This is an optimization exercise on Yosys and OpenROAD, whose aim is small area, not a production implementation.
No activity file was given, so power comes from the tool's default toggle rates.

==> flow/design.v <==
module DFT( output [31:0] real_value,
            output [31:0] imag_value,
            input [7:0] in,
            input clk, rst );
function [12:0] raddl;
  input [11:0] a, b;
  input ci;
  integer i;
  reg c;
  begin
    c = ci;
    for (i = 0; i < 12; i = i + 1) begin
      raddl[i] = a[i] ^ b[i] ^ c;
      c = (a[i] & b[i]) | (a[i] & c) | (b[i] & c);
    end
    raddl[12] = c;
  end
endfunction
function [13:0] raddh;
  input [13:0] a, b;
  integer i;
  reg c;
  begin
    c = 1'b0;
    for (i = 0; i < 14; i = i + 1) begin
      raddh[i] = a[i] ^ b[i] ^ c;
      c = (a[i] & b[i]) | (a[i] & c) | (b[i] & c);
    end
  end
endfunction
function [13:0] rinc;
  input [13:0] a;
  input ci;
  integer i;
  reg c;
  begin
    c = ci;
    for (i = 0; i < 14; i = i + 1) begin
      rinc[i] = a[i] ^ c;
      c = c & a[i];
    end
  end
endfunction
function [25:0] radd;
  input [25:0] a, b;
  input ci;
  reg [12:0] l;
  begin
    l = raddl(a[11:0], b[11:0], ci);
    radd = {rinc(raddh(a[25:12], b[25:12]), l[12]), l[11:0]};
  end
endfunction
function [8:0] radd9;
  input [8:0] a, b;
  input ci;
  integer i;
  reg c;
  begin
    c = ci;
    for (i = 0; i < 9; i = i + 1) begin
      radd9[i] = a[i] ^ b[i] ^ c;
      c = (a[i] & b[i]) | (a[i] & c) | (b[i] & c);
    end
  end
endfunction
function [22:0] tab;
  input [2:0] c;
  input [2:0] d;
  begin
    case (c)
      3'd1: case (d) 3'd1: tab = 23'd1048576; 3'd2: tab = 23'd2097152; 3'd3: tab = 23'd3145728; 3'd4: tab = 23'd4194304; default: tab = 23'd0; endcase
      3'd2: case (d) 3'd1: tab = 23'd968758; 3'd2: tab = 23'd1937516; 3'd3: tab = 23'd2906274; 3'd4: tab = 23'd3875032; default: tab = 23'd0; endcase
      3'd3: case (d) 3'd1: tab = 23'd741456; 3'd2: tab = 23'd1482912; 3'd3: tab = 23'd2224368; 3'd4: tab = 23'd2965824; default: tab = 23'd0; endcase
      3'd4: case (d) 3'd1: tab = 23'd741455; 3'd2: tab = 23'd1482910; 3'd3: tab = 23'd2224365; 3'd4: tab = 23'd2965820; default: tab = 23'd0; endcase
      3'd5: case (d) 3'd1: tab = 23'd401272; 3'd2: tab = 23'd802544; 3'd3: tab = 23'd1203816; 3'd4: tab = 23'd1605088; default: tab = 23'd0; endcase
      3'd6: case (d) 3'd1: tab = 23'd401273; 3'd2: tab = 23'd802546; 3'd3: tab = 23'd1203819; 3'd4: tab = 23'd1605092; default: tab = 23'd0; endcase
      default: tab = 23'd0;
    endcase
  end
endfunction
reg [7:0] lo [0:7];    
reg [7:0] hi [0:7];    
reg [4:0] j;           
reg [3:0] k;           
reg ld;                
reg [25:0] accr, acci;
reg [25:0] outr, outi;
wire ldA = ld & ~k[0] & j[4] & j[0];
wire ldB = ld &  k[0] & ~j[4] & ~j[3] & j[0];
wire ldC = ld &  k[0] & ~j[4] &  j[3] & j[0];
wire ldD = ld &  k[0] &  j[4] & j[0];
integer q;
always @(posedge clk) begin
  lo[0] <= ldA ? in : lo[7];
  lo[1] <= ldB ? in : lo[0];
  hi[0] <= ldC ? in : hi[7];
  hi[1] <= ldD ? in : hi[0];
  for (q = 2; q < 8; q = q + 1) begin
    lo[q] <= lo[q-1];
    hi[q] <= hi[q-1];
  end
end
always @(posedge clk) begin
  if (rst) begin
    j <= 5'd16;
    k <= 4'd14;
    ld <= 1'b1;
  end else if (j == 5'd23) begin
    j <= 5'd0;
    k <= k + 4'd1;
    if (k == 4'd15) ld <= 1'b0;
  end else begin
    j <= j + 5'd1;
  end
end
wire [7:0] a = lo[7];
wire [7:0] b = hi[7];
wire kn0 = k[0] ^ (j == 5'd23);    
wire [8:0] un = radd9({a[7], a}, {b[7], b} ^ {9{kn0}}, kn0);
reg [8:0] u;
always @(posedge clk) u <= un;
reg [2:0] n;
always @(*) begin
  case (j[2:0])
    3'd0: n = 3'd3;
    3'd1: n = 3'd4;
    3'd2: n = 3'd0;
    3'd3: n = 3'd5;
    3'd4: n = 3'd1;
    3'd5: n = 3'd6;
    3'd6: n = 3'd2;
    3'd7: n = 3'd7;
  endcase
end
reg [3:0] g;
always @(*) begin
  case (j[4:3])
    2'd0: g = {u[2:0], 1'b0};
    2'd1: g = u[5:2];
    default: g = u[8:5];
  endcase
end
reg [2:0] dm;
reg dn;
always @(*) begin
  case (g)
    4'd0: begin dm = 3'd0; dn = 1'b0; end
    4'd1: begin dm = 3'd1; dn = 1'b0; end
    4'd2: begin dm = 3'd1; dn = 1'b0; end
    4'd3: begin dm = 3'd2; dn = 1'b0; end
    4'd4: begin dm = 3'd2; dn = 1'b0; end
    4'd5: begin dm = 3'd3; dn = 1'b0; end
    4'd6: begin dm = 3'd3; dn = 1'b0; end
    4'd7: begin dm = 3'd4; dn = 1'b0; end
    4'd8: begin dm = 3'd4; dn = 1'b1; end
    4'd9: begin dm = 3'd3; dn = 1'b1; end
    4'd10: begin dm = 3'd3; dn = 1'b1; end
    4'd11: begin dm = 3'd2; dn = 1'b1; end
    4'd12: begin dm = 3'd2; dn = 1'b1; end
    4'd13: begin dm = 3'd1; dn = 1'b1; end
    4'd14: begin dm = 3'd1; dn = 1'b1; end
    4'd15: begin dm = 3'd0; dn = 1'b0; end
  endcase
end
wire [3:0] m = ({4{n[0]}} & k) + ({4{n[1]}} & {k[2:0], 1'b0}) + ({4{n[2]}} & {k[1:0], 2'b00});
wire altc = k[0] & n[1];
wire alt_r = altc & (n[2] == (k[1] ^ k[2]));
wire alt_i = altc & (n[2] != (k[1] ^ k[2]));
reg [2:0] rc, ic;
reg rs, is;
always @(*) begin
  case (m)
    4'd0: begin rs = 1'b0; rc = 3'd1; is = 1'b0; ic = 3'd0; end
    4'd1: begin rs = 1'b0; rc = 3'd2; is = 1'b1; ic = (alt_i ? 3'd6 : 3'd5); end
    4'd2: begin rs = 1'b0; rc = (alt_r ? 3'd4 : 3'd3); is = 1'b1; ic = (alt_i ? 3'd4 : 3'd3); end
    4'd3: begin rs = 1'b0; rc = (alt_r ? 3'd6 : 3'd5); is = 1'b1; ic = 3'd2; end
    4'd4: begin rs = 1'b0; rc = 3'd0; is = 1'b1; ic = 3'd1; end
    4'd5: begin rs = 1'b1; rc = (alt_r ? 3'd6 : 3'd5); is = 1'b1; ic = 3'd2; end
    4'd6: begin rs = 1'b1; rc = (alt_r ? 3'd4 : 3'd3); is = 1'b1; ic = (alt_i ? 3'd4 : 3'd3); end
    4'd7: begin rs = 1'b1; rc = 3'd2; is = 1'b1; ic = (alt_i ? 3'd6 : 3'd5); end
    4'd8: begin rs = 1'b1; rc = 3'd1; is = 1'b0; ic = 3'd0; end
    4'd9: begin rs = 1'b1; rc = 3'd2; is = 1'b0; ic = (alt_i ? 3'd6 : 3'd5); end
    4'd10: begin rs = 1'b1; rc = (alt_r ? 3'd4 : 3'd3); is = 1'b0; ic = (alt_i ? 3'd4 : 3'd3); end
    4'd11: begin rs = 1'b1; rc = (alt_r ? 3'd6 : 3'd5); is = 1'b0; ic = 3'd2; end
    4'd12: begin rs = 1'b0; rc = 3'd0; is = 1'b0; ic = 3'd1; end
    4'd13: begin rs = 1'b0; rc = (alt_r ? 3'd6 : 3'd5); is = 1'b0; ic = 3'd2; end
    4'd14: begin rs = 1'b0; rc = (alt_r ? 3'd4 : 3'd3); is = 1'b0; ic = (alt_i ? 3'd4 : 3'd3); end
    4'd15: begin rs = 1'b0; rc = 3'd2; is = 1'b0; ic = (alt_i ? 3'd6 : 3'd5); end
  endcase
end
wire [22:0] mr = tab(rc, dm);
wire [22:0] mi = tab(ic, dm);
wire nr = dn ^ rs;
wire ni = dn ^ is;
wire first = (j == 5'd0);
wire shift = (j == 5'd8) | (j == 5'd16);
wire [25:0] br = first ? 26'd0  : shift ? {{3{accr[25]}}, accr[25:3]} : accr;
wire [25:0] bi = first ? 26'd63 : shift ? {{3{acci[25]}}, acci[25:3]} : acci;
wire [25:0] sr = radd(br, {3'd0, mr} ^ {26{nr}}, nr);
wire [25:0] si = radd(bi, {3'd0, mi} ^ {26{ni}}, ni);
always @(posedge clk) begin
  accr <= sr;
  acci <= si;
  if (j == 5'd23) begin
    outr <= sr[25:0];
    outi <= si[25:0];
  end
end
assign real_value = {{3{outr[25]}}, outr, 3'b000};
assign imag_value = {{3{outi[25]}}, outi, 3'b000};
endmodule
clock: 12.0 ns
lec_check: 0
abc_area: 1
cap_margin: 20
core_margin: 2
core_utilization: 60
slew_margin: 20
run.sh (not shown) runs the stock make flow with config.mk's settings and CLKGATE_MAP_FILE= SYNTH_SCRIPT=/design/flow/synth_recipe.tcl, a recipe that flattens the netlist after the stock synthesis.
Edit:
- CTS_CLUSTER_DIAMETER: not set -> 80
- CTS_CLUSTER_SIZE: not set -> 24
After rerunning: Total power falls by 6.8%. Wire length decreases by 1.7%. Utilization shrinks by 2.1 points. Global-route usage decreases by 0.46 points. Area after synthesis is unchanged. Count of clock-buffer cells in the layout goes down by 16. Flip-flop and latch count does not change. Combinational power barely changes. Final area decreases by 3.0%.
No functional check of the RTL was part of any run of this note.

==> static timing again, ports no longer ideal <==
The results above use ideal ports. As a check the final layouts listed here were re-extracted and re-timed, cells and wires unchanged.
Step 1 sets driving cells, clkbuf_16 on the clock port and buf_2 on the other inputs (assumed; they add their load-dependent delay and slew).
Step 2 adds t to the input delays and takes it off the output delays; t is the mean of the earliest and latest rising clock arrival at the registers after step 1. Input paths then give back, and output paths get back, about the clock's delay inside the block.
Three values: ideal ports, drivers, drivers and shift; two values: the first two.
run	t (ns)	slack for setup (ns)	worst hold slack (ns)	latest minus earliest clock arrival (ns)	pins driven straight from the clock port
the first run	0.569	1.940 / 1.940 / 1.940	0.322 / 0.322 / 0.322	0.014 / 0.015	1
the second run	0.532	1.998 / 1.998 / 1.998	0.317 / 0.317 / 0.317	0.024 / 0.023	1
After both steps every run listed still meets setup and hold.
